From an optimization exercise on the open Yosys and OpenROAD flow, aimed at small area; shortcuts taken in it are not production practice.
The flow treats the clock pin as an ideal source. Dropping or thinning the clock tree relies on that and would not hold on a real chip.
Power and IR drop assume default switching activity.

run A:
Design uart_full_ssd_display, start of the top module:
module uart_full_ssd_display (
    input clk,                   
    input rst,                   
    input wire uart_rxd,         
    output wire uart_txd,        
    output wire [6:0] segments,  
    output wire [3:0] dig_sel    
    );
    function [8:0] step9(input [8:0] s);
        step9 = {s[7:0], ~(s[8] ^ s[4])};
    endfunction
    function [15:0] step16(input [15:0] s);
        step16 = {s[14:0], ~(s[15] ^ s[14] ^ s[12] ^ s[3])};
    endfunction
    localparam [8:0]  BIT_END  = 9'b101101100;
    localparam [8:0]  BIT_HALF = 9'b001001101;
    localparam [15:0] SEL_END  = 16'b0100111011000001;
    localparam [4:0]  DONE_W   = 5'd23;
    localparam [15:0] DONE_SEL = 16'b0111000011001010;
    localparam [8:0]  CNT_ONE  = 9'b000000001;       
    localparam [8:0]  CNT_PRE  = 9'b100000000;       
    localparam [8:0]  M9  = 9'b010101010;
    localparam [15:0] M16 = 16'b0101010101010101;
    localparam P_D6    = 4'd6;
    localparam P_STOP  = 4'd8;
    localparam P_IDLE  = 4'd9;
    localparam P_START = 4'd15;
    reg        rxd_0, rxd_1;
    reg [3:0]  rp;
    reg [8:0]  rcx;
    wire [8:0] rc = rcx ^ M9;
    reg [7:0]  rd;
    wire r_half  = rc == BIT_HALF;
    wire r_end   = rc == BIT_END;
    wire r_data  = ~rp[3];
    wire r_stop  = rp == P_STOP;
    wire r_idle  = rp == P_IDLE;
    wire r_valid = r_stop & r_half;
    wire r_just  = r_idle & rc[0];           
    always @(posedge clk) begin
        if (~rst) begin
            rxd_0 <= 1'b1;
            rxd_1 <= 1'b1;
  ...
Settings: LEC_CHECK=0, CAP_MARGIN=20, CORE_MARGIN=2, CORE_UTILIZATION=40, SLEW_MARGIN=20; clock period 20.0 ns.
standard.sh (not shown) runs the stock make flow with config.mk's settings and CLKGATE_MAP_FILE= SYNTH_SCRIPT=/design/flow/synth_recipe.tcl, a recipe that flattens the netlist after the stock synthesis.
==> flow/flow/run.sh <==
#!/bin/bash
# The standard layout (standard.sh) with two changes:
# - ports are buffered with the smallest buffer, buf_1;
# - clock tree synthesis is replaced by flow/pre_cts.tcl: the clock port
#   drives CLOCK_BUF_GROUPS buffers, one per group of nearby flip-flops.
# standard.sh's full output goes to standard_flow.log; ORFS keeps each
# step's log under orfs/logs/.
set -euo pipefail
export BUFFER_PORTS_ARGS="-buffer_cell sky130_fd_sc_hd__buf_1"
export PRE_CTS_TCL="$PWD/flow/pre_cts.tcl"
export CLOCK_BUF_CELL=sky130_fd_sc_hd__clkbuf_8
export CLOCK_BUF_GROUPS=4
bash standard.sh > standard_flow.log 2>&1
==> flow/flow/pre_cts.tcl <==
# Replace TritonCTS with a flat clock tree: the flip-flops are split into
# CLOCK_BUF_GROUPS groups by position (1, 2 = halves, 4 = quadrants) and the
# clock port drives one CLOCK_BUF_CELL per group, placed at the group's centre,
# which drives the clock pins of that group.
rename clock_tree_synthesis __tritoncts
proc median {l} {
  set s [lsort -real $l]
  return [lindex $s [expr {[llength $s] / 2}]]
}
proc clock_tree_synthesis {args} {
  set bufcell $::env(CLOCK_BUF_CELL)
  set groups $::env(CLOCK_BUF_GROUPS)
  set block [ord::get_db_block]
  set dbu [$block getDbUnitsPerMicron]
  set pins {}
  set xs {}
  set ys {}
  foreach pin [get_pins -hierarchical */CLK] {
    set inst [[sta::sta_to_db_pin $pin] getInst]
    set bb [$inst getBBox]
    set x [expr {([$bb xMin] + [$bb xMax]) / 2.0 / $dbu}]
    set y [expr {([$bb yMin] + [$bb yMax]) / 2.0 / $dbu}]
    lappend pins [list $pin $x $y]
    lappend xs $x
    lappend ys $y
  }
  set mx [median $xs]
  set my [median $ys]
  array set grp {}
  foreach p $pins {
    lassign $p pin x y
    if {$groups == 1} {
      set g 0
    } elseif {$groups == 2} {
      set g [expr {$x >= $mx}]
    } else {
      set g [expr {($x >= $mx) + 2 * ($y >= $my)}]
    }
    lappend grp($g) $p
  }
  set k 0
  foreach g [lsort [array names grp]] {
    set sx 0; set sy 0; set plist {}
    foreach p $grp($g) {
      lassign $p pin x y
      set sx [expr {$sx + $x}]
      set sy [expr {$sy + $y}]
      lappend plist $pin
    }
    set n [llength $plist]
    set cx [expr {$sx / $n}]
    set cy [expr {$sy / $n}]
    puts "Clock buffer $k: $bufcell at $cx $cy driving $n clock pins"
    insert_buffer -buffer_cell $bufcell -net clk -load_pins $plist -location [list $cx $cy] -buffer_name clkbuf_$k -net_name clk_$k
    incr k
  }
}
Run A: done, clean on timing, DRC and antenna
Input changes introduced in run B (baseline for comparison: run A):
diff --git a/flow/config.mk b/flow/config.mk
--- a/flow/config.mk
+++ b/flow/config.mk
@@ -10 +10,2 @@
-export CORE_UTILIZATION = 40
+export CORE_UTILIZATION = 70
+export PLACE_DENSITY = 0.85
--- outcome ---
- Per the comparison of run B with run A, multi-input logic portion of the cell area moved up, instance count on the critical path about even, number of hold-repair buffers added at the cts stage barely changed.
- Total DRC errors in the routed layout: run B vs run A identical
- Taking run A as 1.0, run B lands at 0.59 on area of the die.
- In run B relative to run A, maximum ir drop on the vdd rail had gone down by a few percent.
- Compare run A and run B | setup slack lower: run A
Relative to run B, the following input files were edited for run C:
diff --git a/flow/flow/run.sh b/flow/flow/run.sh
--- a/flow/flow/run.sh
+++ b/flow/flow/run.sh
@@ -11,2 +11,2 @@
-export CLOCK_BUF_CELL=sky130_fd_sc_hd__clkbuf_8
-export CLOCK_BUF_GROUPS=4
+export CLOCK_BUF_CELL=sky130_fd_sc_hd__clkbuf_16
+export CLOCK_BUF_GROUPS=2
==> flow/flow/pre_cts.tcl <==
# Replaces TritonCTS with a flat clock tree: the flip-flops are split into
# CLOCK_BUF_GROUPS groups of equal size by position (1; 2 = halves by x;
# 4 = halves by x, each split by y), and the clock port drives one
# CLOCK_BUF_CELL per group, placed at the group's centre, which drives the
# clock pins of that group.
rename clock_tree_synthesis __tritoncts
proc clock_tree_synthesis {args} {
  set bufcell $::env(CLOCK_BUF_CELL)
  set groups $::env(CLOCK_BUF_GROUPS)
  set dbu [[ord::get_db_block] getDbUnitsPerMicron]
  set pins {}
  foreach pin [get_pins -hierarchical */CLK] {
    set bb [[[sta::sta_to_db_pin $pin] getInst] getBBox]
    set x [expr {([$bb xMin] + [$bb xMax]) / 2.0 / $dbu}]
    set y [expr {([$bb yMin] + [$bb yMax]) / 2.0 / $dbu}]
    lappend pins [list $pin $x $y]
  }
  set byx [lsort -real -index 1 $pins]
  set half [expr {[llength $byx] / 2}]
  if {$groups == 1} {
    set parts [list $byx]
  } elseif {$groups == 2} {
    set parts [list [lrange $byx 0 [expr {$half - 1}]] [lrange $byx $half end]]
  } else {
    set parts {}
    foreach h [list [lrange $byx 0 [expr {$half - 1}]] [lrange $byx $half end]] {
      set byy [lsort -real -index 2 $h]
      set q [expr {[llength $byy] / 2}]
      lappend parts [lrange $byy 0 [expr {$q - 1}]] [lrange $byy $q end]
    }
  }
  set k 0
  foreach part $parts {
    set sx 0
    set sy 0
    set plist {}
    foreach p $part {
      lassign $p pin x y
      set sx [expr {$sx + $x}]
      set sy [expr {$sy + $y}]
      lappend plist $pin
    }
    set n [llength $plist]
    set cx [expr {$sx / $n}]
    set cy [expr {$sy / $n}]
    puts "Clock buffer $k: $bufcell at $cx $cy driving $n clock pins"
    insert_buffer -buffer_cell $bufcell -net clk -load_pins $plist -location [list $cx $cy] -buffer_name clkbuf_$k -net_name clk_$k
    incr k
  }
}
diff --git a/flow/config.mk b/flow/config.mk
--- a/flow/config.mk
+++ b/flow/config.mk
@@ -10,2 +10 @@
-export CORE_UTILIZATION = 70
-export PLACE_DENSITY = 0.85
+export CORE_UTILIZATION = 40
==> comparison <==
| clock power | run C vs run B | about 1% higher |
Run B → run C: fmax decreased by 0.99 MHz relative to the old numbers, maximum VDD drop decreased by 13% relative to the old numbers.
Met2 global-route usage: run C vs run B down 18 points
[compare] base=run B new=run C: total wirelength of the detailed-routed design went down by about 3.6%, sequential share of layout area went down.
Function was not checked in any run of this note: the RTL went through the layout flow alone. In every run of this note, the design's own scripts or RTL, not TritonCTS, make the clock network.

## port drivers added, routing unchanged
No port has a modelled driver above. Below, the same layouts with a new extraction and two added sets of constraints.
Step 1: set_driving_cell puts a clkbuf_16 on clk and a buf_2 on each other input, an assumption about the parent block.
Step 2 times the ports against the registers' clock, not the clock port: input delays grow and output delays shrink by t, the midpoint of the rising clock arrivals with the driver on.
Slacks: no drivers / after step 1 / after step 2; pairs: no drivers / after step 1.
| run | t, ns | setup WS [ns] | worst setup path at the end |
|---|---|---|---|
| run A | 0.215 | 14.375 / 14.317 / 14.324 | input to register |
| run B | 0.214 | 14.382 / 14.325 / 14.357 | input to register |
| run C | 0.223 | 14.351 / 14.303 / 14.295 | input to register |
After both steps setup and hold are still met in every run listed. The setup slack of run C, which loses most, moves by -0.048 ns with the drivers and by -0.056 ns with both steps.
